This is an optimization exercise on Yosys and OpenROAD, whose aim is small area, not a production implementation.
Only simulation tests tie the RTL to the original design; equivalence was not proved.
No driver is modelled on the clock port, so clock power and skew are understated where the tree is cut down; a real chip needs a root buffer or a tree.
No activity file was given, so power comes from the tool's default toggle rates.

==> flow/design.v <==
module Uart_ClkDiv(Sys_CLK,Sys_RST,Uart_CE);
input Sys_CLK;
input Sys_RST;
output Uart_CE;
reg [8:0]Div;
assign Uart_CE = Div[8] && (Div[6:1] == 6'b000001);    
always@(posedge Sys_CLK or negedge Sys_RST)
begin
	if(!Sys_RST)
		Div <= 9'b001010110;
	else
		Div <= {Div[7:0], (Div[8] ^ Div[4]) & ~Uart_CE};
end
endmodule
module Uart_Tx(Sys_CLK,Sys_RST,Uart_CE,Fin,Err_Rx,Data_Rx,Hold,Shift,Signal_Tx);
input Sys_CLK;
input Sys_RST;
input Uart_CE;
input Fin;
input Err_Rx;
input [7:0]Data_Rx;
output Hold;
output Shift;
output Signal_Tx;
reg Signal_Tx;
reg [3:0]Char_Cnt;
reg [3:0]Tx_Hi;
reg [3:0]Tx_Lo;
wire [7:0]Tx_Cnt = {Tx_Hi, Tx_Lo};
reg [7:0]Cnt;
reg Presult;
reg [1:0]Data_Hi;
wire Busy = (Char_Cnt != 4'd0);
wire Trig = Fin && !Busy && !(Tx_Cnt[7:4] == 4'hE && !Tx_Cnt[0]);
wire Last = (Char_Cnt[2:0] == 3'd7);
wire Long = Last || (Char_Cnt == 4'd1);
wire Load = Busy && (Cnt[7:1] == 7'h7F) && (Cnt[0] || !Long);
wire Stop = Tx_Cnt[7] && !Tx_Cnt[6] && Tx_Cnt[4];
wire Late = Tx_Cnt[7] ? !Tx_Cnt[6] : (Tx_Cnt[6] && (Tx_Cnt[5] || Tx_Cnt[4]));
wire Upd = Uart_CE && (Tx_Cnt[3:0] == 4'd0);
assign Hold = Busy && !(Last && Late);
assign Shift = Upd && (Char_Cnt == 4'd15) && !Tx_Cnt[7] && !(Tx_Cnt[6] && Tx_Cnt[5]);
reg Bit;
always@(*)
begin
	case(Char_Cnt)
		4'd8: Bit = 8'h52 >> Tx_Cnt[6:4];    
		4'd9: Bit = 8'h65 >> Tx_Cnt[6:4];    
		4'd10: Bit = 8'h74 >> Tx_Cnt[6:4];   
		4'd11: Bit = 8'h75 >> Tx_Cnt[6:4];   
		4'd12: Bit = 8'h72 >> Tx_Cnt[6:4];   
		4'd13: Bit = 8'h6E >> Tx_Cnt[6:4];   
		4'd14: Bit = 8'h3A >> Tx_Cnt[6:4];   
		4'd15: Bit = (Tx_Cnt[6] && Tx_Cnt[5]) ? Data_Hi[Tx_Cnt[4]] : Data_Rx[0];
		4'd2: Bit = 8'h45 >> Tx_Cnt[6:4];    
		4'd3: Bit = 8'h72 >> Tx_Cnt[6:4];    
		4'd4: Bit = 8'h72 >> Tx_Cnt[6:4];    
		4'd5: Bit = 8'h6F >> Tx_Cnt[6:4];    
		4'd6: Bit = 8'h72 >> Tx_Cnt[6:4];    
		4'd7: Bit = 8'h21 >> Tx_Cnt[6:4];    
		default: Bit = 8'h0D >> Tx_Cnt[6:4];
	endcase
end
wire [7:0]Tx_Nxt = (Uart_CE && Load) ? 8'hEE : Tx_Cnt + {7'd0, Uart_CE && !Stop};
always@(posedge Sys_CLK or negedge Sys_RST)
begin
	if(!Sys_RST)
		Tx_Hi <= 4'h9;
	else
		Tx_Hi <= Tx_Nxt[7:4];
end
always@(posedge Sys_CLK or negedge Sys_RST)
begin
	if(!Sys_RST)
	begin
		Char_Cnt <= 4'd0;
		Signal_Tx <= 1'b1;
	end
	else if(Uart_CE)
	begin
		if(Trig)
			Char_Cnt <= 4'd1;
		else if(Load)
		begin
			if(Char_Cnt == 4'd1)
				Char_Cnt <= Err_Rx ? 4'd2 : 4'd8;
			else if(Last)
				Char_Cnt <= 4'd0;
			else
				Char_Cnt <= Char_Cnt + 4'd1;
		end
		if(Tx_Cnt[3:0] == 4'd0)
		begin
			if(!Tx_Cnt[7])
				Signal_Tx <= Bit;
			else if(Tx_Cnt[6])
				Signal_Tx <= 1'b0;             
			else if(!Tx_Cnt[4])
				Signal_Tx <= Presult;          
			else
				Signal_Tx <= 1'b1;             
		end
	end
end
always@(posedge Sys_CLK)
begin
	Cnt <= (Uart_CE && (Trig || Load)) ? 8'd0 : Cnt + {7'd0, Uart_CE};
	Tx_Lo <= Tx_Nxt[3:0];
	if(Uart_CE && Trig)
		Data_Hi <= Data_Rx[7:6];
	if(Upd)
		Presult <= Tx_Cnt[7] ? 1'b0 : Presult ^ Bit;
end
endmodule
module Uart_Rx(Sys_CLK,RST,Uart_CE,Signal_Rx,Hold,Shift,Data_Rx,Err,Fin);
input Sys_CLK;
input RST;
input Uart_CE;
input Signal_Rx;
input Hold;
input Shift;
output [7:0]Data_Rx;
output Err;
output Fin;               
reg [7:0]Data_Rx;
reg Err;
reg RxBuf;
reg [2:0]Cnt_R;            
reg [4:0]Cnt_U;            
wire [7:0]Cnt = {Cnt_R[2:1], Cnt_U[4:1], Cnt_R[0], Cnt_U[0]};
wire Idle = Cnt[7] && Cnt[6];
wire End = Cnt[7] && !Cnt[6] && Cnt[5] && Cnt[3] && Cnt[1];    
wire Samp = Uart_CE && !Hold && (Cnt[3:0] == 4'd9) && (Cnt[7:4] != 4'd0);
assign Fin = Idle && Cnt[1];
wire [7:0]Cnt_Nxt = (Uart_CE && Idle && Cnt[0] && !RxBuf) ? 8'd1 :
                    (Uart_CE && (Idle || End)) ? {6'b110000, End, RxBuf} :
                    Cnt + {7'd0, Uart_CE};
always@(posedge Sys_CLK or negedge RST)
begin
	if(!RST)
	begin
		RxBuf <= 1'b1;
		Cnt_R <= 3'b110;
	end
	else
	begin
		if(Uart_CE)
			RxBuf <= Signal_Rx;
		Cnt_R <= {Cnt_Nxt[7:6], Cnt_Nxt[1]};
	end
end
always@(posedge Sys_CLK)
	Cnt_U <= {Cnt_Nxt[5:2], Cnt_Nxt[0]};
always@(posedge Sys_CLK)
begin
	if((Samp && Cnt[7:4] <= 4'd8) || Shift)    
		Data_Rx <= {Signal_Rx, Data_Rx[7:1]};
	if(Samp)
	begin
		if(Cnt[7:4] == 4'd1)
			Err <= Signal_Rx;
		else if(Cnt[7:4] == 4'd10)            
			Err <= Err | ~Signal_Rx;
		else                                  
			Err <= Err ^ Signal_Rx;
	end
end
endmodule
module Uart_Top(Sys_CLK,Sys_RST,Signal_Tx,Signal_Rx);
input Sys_CLK;
input Sys_RST;
input Signal_Rx;
output Signal_Tx;
wire Uart_CE;
wire [7:0]Data_Rx;
wire Err;
wire Fin;
wire Hold;
wire Shift;
Uart_ClkDiv Uart_ClkDiv(.Sys_CLK(Sys_CLK),.Sys_RST(Sys_RST),.Uart_CE(Uart_CE));
Uart_Rx Uart_Rx(.Sys_CLK(Sys_CLK),.RST(Sys_RST),.Uart_CE(Uart_CE),.Signal_Rx(Signal_Rx),.Hold(Hold),.Shift(Shift),
				.Data_Rx(Data_Rx),.Err(Err),.Fin(Fin));
Uart_Tx Uart_Tx(.Sys_CLK(Sys_CLK),.Sys_RST(Sys_RST),.Uart_CE(Uart_CE),.Fin(Fin),.Err_Rx(Err),
				.Data_Rx(Data_Rx),.Hold(Hold),.Shift(Shift),.Signal_Tx(Signal_Tx));
endmodule
==> flow/config.mk <==
export PLATFORM = sky130hd
export DESIGN_NAME = Uart_Top
export DESIGN_NICKNAME = Uart_Top
export VERILOG_FILES = /design/flow/design.v
export SDC_FILE = /design/flow/constraint.sdc
export NUM_CORES = 4
export LEC_CHECK = 0
export CAP_MARGIN = 20
export CORE_MARGIN = 2
export CORE_UTILIZATION = 40
export SLEW_MARGIN = 20
==> flow/constraint.sdc <==
create_clock -name core_clock -period 5.0 [get_ports {Sys_CLK}]
set_input_delay 1.0000 -clock core_clock [delete_from_list [all_inputs] [get_ports {Sys_CLK}]]
set_output_delay 1.0000 -clock core_clock [all_outputs]
set_load 0.01 [all_outputs]
standard.sh (not shown) runs the stock make flow with config.mk's settings and CLKGATE_MAP_FILE= SYNTH_SCRIPT=/design/flow/synth_recipe.tcl, a recipe that flattens the netlist after the stock synthesis.
==> flow/flow/run.sh <==
#!/bin/bash
# Layout flow: the standard flow, except for the logic mapping in synthesis and
# a few settings of the later steps.
#
# Synthesis is ORFS's own script (the standard flow's synth_recipe.tcl), run from a copy of
# ORFS's scripts folder in which abc_area.script is replaced by
# flow/abc_area.script, with ABC_AREA=1 and without mapping adders to adder
# cells first, so that ABC maps the counters too. Registers and names are as in
# the standard synthesis: only the mapping of the logic between them differs.
#
# The steps after synthesis are the standard flow, except that clock tree
# synthesis adds no dummy loads, the ports get buf_1 buffers, and
# flow/post_cts.tcl trims the clock tree after CTS.
set -euo pipefail
cp -r "$FLOW_HOME/scripts" synth_scripts
cp flow/abc_area.script synth_scripts/abc_area.script
bash standard.sh SCRIPTS_DIR="$PWD/synth_scripts" ABC_AREA=1 ADDER_MAP_FILE= synth > synth.log 2>&1
bash standard.sh "CTS_ARGS=-sink_clustering_enable -repair_clock_nets -dont_use_dummy_load" \
  "BUFFER_PORTS_ARGS=-buffer_cell sky130_fd_sc_hd__buf_1" POST_CTS_TCL="$PWD/flow/post_cts.tcl" \
  > layout.log 2>&1
==> flow/flow/abc_area.script <==
strash
&get -n
&st
&deepsyn -T 60
&put
dch -f
amap
topo
==> flow/flow/post_cts.tcl <==
set block [ord::get_db_block]
set clk_net [$block findNet Sys_CLK]
proc is_clkbuf {inst} {
  return [string match "sky130_fd_sc_hd__clkbuf_*" [[$inst getMaster] getName]]
}
set roots {}
foreach it [$clk_net getITerms] {
  if {[$it isInputSignal] && [is_clkbuf [$it getInst]]} { lappend roots [$it getInst] }
}
set leaves {}
set ok 0
if {[llength $roots] == 1} {
  set root [lindex $roots 0]
  set root_out [[$root findITerm X] getNet]
  set ok 1
  foreach it [$root_out getITerms] {
    set inst [$it getInst]
    if {$inst eq $root} { continue }
    if {![is_clkbuf $inst]} { set ok 0; continue }
    lappend leaves $inst
    foreach sit [[[$inst findITerm X] getNet] getITerms] {
      if {[$sit getInst] ne $inst && [is_clkbuf [$sit getInst]]} { set ok 0 }
    }
  }
}
if {!$ok || [llength $leaves] < 2 || [llength $leaves] > 4} {
  puts "post_cts: clock tree left as built ([llength $roots] roots, [llength $leaves] leaves)"
} else {
  puts "post_cts: root [$root getName], [llength $leaves] leaves"
  if {[llength $leaves] == 4} {
    set small ""
    set small_n 1000000
    foreach l $leaves {
      set n [llength [[[$l findITerm X] getNet] getITerms]]
      if {$n < $small_n} { set small $l; set small_n $n }
    }
    set small_net [[$small findITerm X] getNet]
    foreach it [$small_net getITerms] {
      if {[$it getInst] eq $small} { continue }
      set loc [[$it getInst] getLocation]
      set best ""
      set best_d 1e18
      foreach l $leaves {
        if {$l eq $small} { continue }
        set ll [$l getLocation]
        set d [expr {abs([lindex $loc 0] - [lindex $ll 0]) + abs([lindex $loc 1] - [lindex $ll 1])}]
        if {$d < $best_d} { set best $l; set best_d $d }
      }
      $it disconnect
      $it connect [[$best findITerm X] getNet]
    }
    puts "post_cts: removed [$small getName] and moved its [expr {$small_n - 1}] registers"
    [$small findITerm A] disconnect
    [$small findITerm X] disconnect
    odb::dbInst_destroy $small
    odb::dbNet_destroy $small_net
    set leaves [lsearch -all -inline -not -exact $leaves $small]
  }
  foreach l $leaves {
    $l swapMaster [[ord::get_db] findMaster sky130_fd_sc_hd__clkbuf_8]
    [$l findITerm A] disconnect
    [$l findITerm A] connect $clk_net
  }
  [$root findITerm A] disconnect
  [$root findITerm X] disconnect
  odb::dbInst_destroy $root
  odb::dbNet_destroy $root_out
  puts "post_cts: removed the root; the clock port feeds [llength $leaves] leaves"
  detailed_placement
  check_placement -verbose
  estimate_parasitics -placement
}
# Buffers that timing-driven placement added on nets with spare timing are
# removed again: their loads go back on the buffer's input net.
set removed 0
foreach inst [$block getInsts] {
  if {![string match "place*" [$inst getName]]} { continue }
  if {![string match "sky130_fd_sc_hd__buf_*" [[$inst getMaster] getName]]} { continue }
  set in_net [[$inst findITerm A] getNet]
  set out_net [[$inst findITerm X] getNet]
  if {$in_net eq "NULL" || $out_net eq "NULL"} { continue }
  if {[llength [$out_net getBTerms]] > 0} { continue }
  foreach it [$out_net getITerms] {
    if {[$it getInst] eq $inst} { continue }
    $it disconnect
    $it connect $in_net
  }
  [$inst findITerm A] disconnect
  [$inst findITerm X] disconnect
  odb::dbInst_destroy $inst
  odb::dbNet_destroy $out_net
  incr removed
}
puts "post_cts: removed $removed placement buffers"
if {$removed > 0} {
  detailed_placement
  estimate_parasitics -placement
}
Change:
--- a/flow/flow/post_cts.tcl
+++ b/flow/flow/post_cts.tcl
@@ -72,27 +72 @@
 }
-# Buffers that timing-driven placement added on nets with spare timing are
-# removed again: their loads go back on the buffer's input net.
-set removed 0
-foreach inst [$block getInsts] {
-  if {![string match "place*" [$inst getName]]} { continue }
-  if {![string match "sky130_fd_sc_hd__buf_*" [[$inst getMaster] getName]]} { continue }
-  set in_net [[$inst findITerm A] getNet]
-  set out_net [[$inst findITerm X] getNet]
-  if {$in_net eq "NULL" || $out_net eq "NULL"} { continue }
-  if {[llength [$out_net getBTerms]] > 0} { continue }
-  foreach it [$out_net getITerms] {
-    if {[$it getInst] eq $inst} { continue }
-    $it disconnect
-    $it connect $in_net
-  }
-  [$inst findITerm A] disconnect
-  [$inst findITerm X] disconnect
-  odb::dbInst_destroy $inst
-  odb::dbNet_destroy $out_net
-  incr removed
-}
-puts "post_cts: removed $removed placement buffers"
-if {$removed > 0} {
-  detailed_placement
-  estimate_parasitics -placement
-}
After rerunning: The new run finished with timing, DRC and antenna clean. Final cell count went up by 0.65%. Die area stays the same. Design area went up by 0.60%. First-iteration DRC count went up by about 14%. Worst hold slack is unchanged. Total power is about the same. Routed wire length went down by 0.59%. Setup slack is better by 430 ps.
Change:
--- a/flow/flow/run.sh
+++ b/flow/flow/run.sh
@@ -12,3 +12,4 @@
 # synthesis adds no dummy loads, the ports get buf_1 buffers, and
-# flow/post_cts.tcl trims the clock tree after CTS.
+# flow/post_cts.tcl trims the clock tree after CTS and removes the buffers
+# that timing-driven placement added.
 set -euo pipefail
==> flow/flow/abc_area.script (replaced) <==
strash
dc2
&get -n
&st
&deepsyn -T 60
&put
dch -f
amap
topo
--- a/flow/flow/post_cts.tcl
+++ b/flow/flow/post_cts.tcl
@@ -72 +72,27 @@
 }
+# Buffers that timing-driven placement added on nets with spare timing are
+# removed again: their loads go back on the buffer's input net.
+set removed 0
+foreach inst [$block getInsts] {
+  if {![string match "place*" [$inst getName]]} { continue }
+  if {![string match "sky130_fd_sc_hd__buf_*" [[$inst getMaster] getName]]} { continue }
+  set in_net [[$inst findITerm A] getNet]
+  set out_net [[$inst findITerm X] getNet]
+  if {$in_net eq "NULL" || $out_net eq "NULL"} { continue }
+  if {[llength [$out_net getBTerms]] > 0} { continue }
+  foreach it [$out_net getITerms] {
+    if {[$it getInst] eq $inst} { continue }
+    $it disconnect
+    $it connect $in_net
+  }
+  [$inst findITerm A] disconnect
+  [$inst findITerm X] disconnect
+  odb::dbInst_destroy $inst
+  odb::dbNet_destroy $out_net
+  incr removed
+}
+puts "post_cts: removed $removed placement buffers"
+if {$removed > 0} {
+  detailed_placement
+  estimate_parasitics -placement
+}
Synthesized cell count went up by 1.3%; worst hold slack improves by 6.2 ps; non-clock buffer count decreases by 2; routed wire length came out higher by 1.8%; via count went up by 1.9%; sequential power hardly moves; final cell count goes up by 0.32%; cell area drops by 0.32%; worst setup slack degrades by 360 ps; critical path depth decreases by 2; die area is about the same.
Change:
==> flow/flow/abc_area.script (replaced) <==
strash
&get -n
&st
&deepsyn -T 60
&put
dch -f
amap
topo
After rerunning: Cell area stays flat. Sequential share of layout area rose by 0.15 points. Non-clock buffer count is unchanged. Maximum frequency goes down by 2.1%. Utilization goes down by 0.12 points. Routed wire length falls by about 1.2%.

[static timing again, ports no longer ideal]
In the flow no input, the clock included, has a driving cell. The finished layouts below were timed again as built, in two steps. Step 1 sets driving cells, clkbuf_16 on the clock port and buf_2 on the other inputs (assumed; they add their load-dependent delay and slew). Step 2 adds t to the input delays and takes it off the output delays; t is the mean of the earliest and latest rising clock arrival at the registers after step 1. Input paths then give back, and output paths get back, about the clock's delay inside the block. a / b / c = ideal ports / drivers / drivers and shift; a / b = the first two.
| run | shift t [ns] | setup WS [ns] | clock arrival spread, ns |
|---|---|---|---|
| the first run | 0.199 | 1.330 / 1.330 / 1.330 | 0.015 / 0.015 |
| the second run | 0.199 | 1.764 / 1.764 / 1.764 | 0.015 / 0.015 |
| the third run | 0.202 | 1.407 / 1.407 / 1.407 | 0.028 / 0.028 |
| the fourth run | 0.199 | 1.330 / 1.330 / 1.330 | 0.015 / 0.015 |
After both steps every run listed still meets setup and hold.
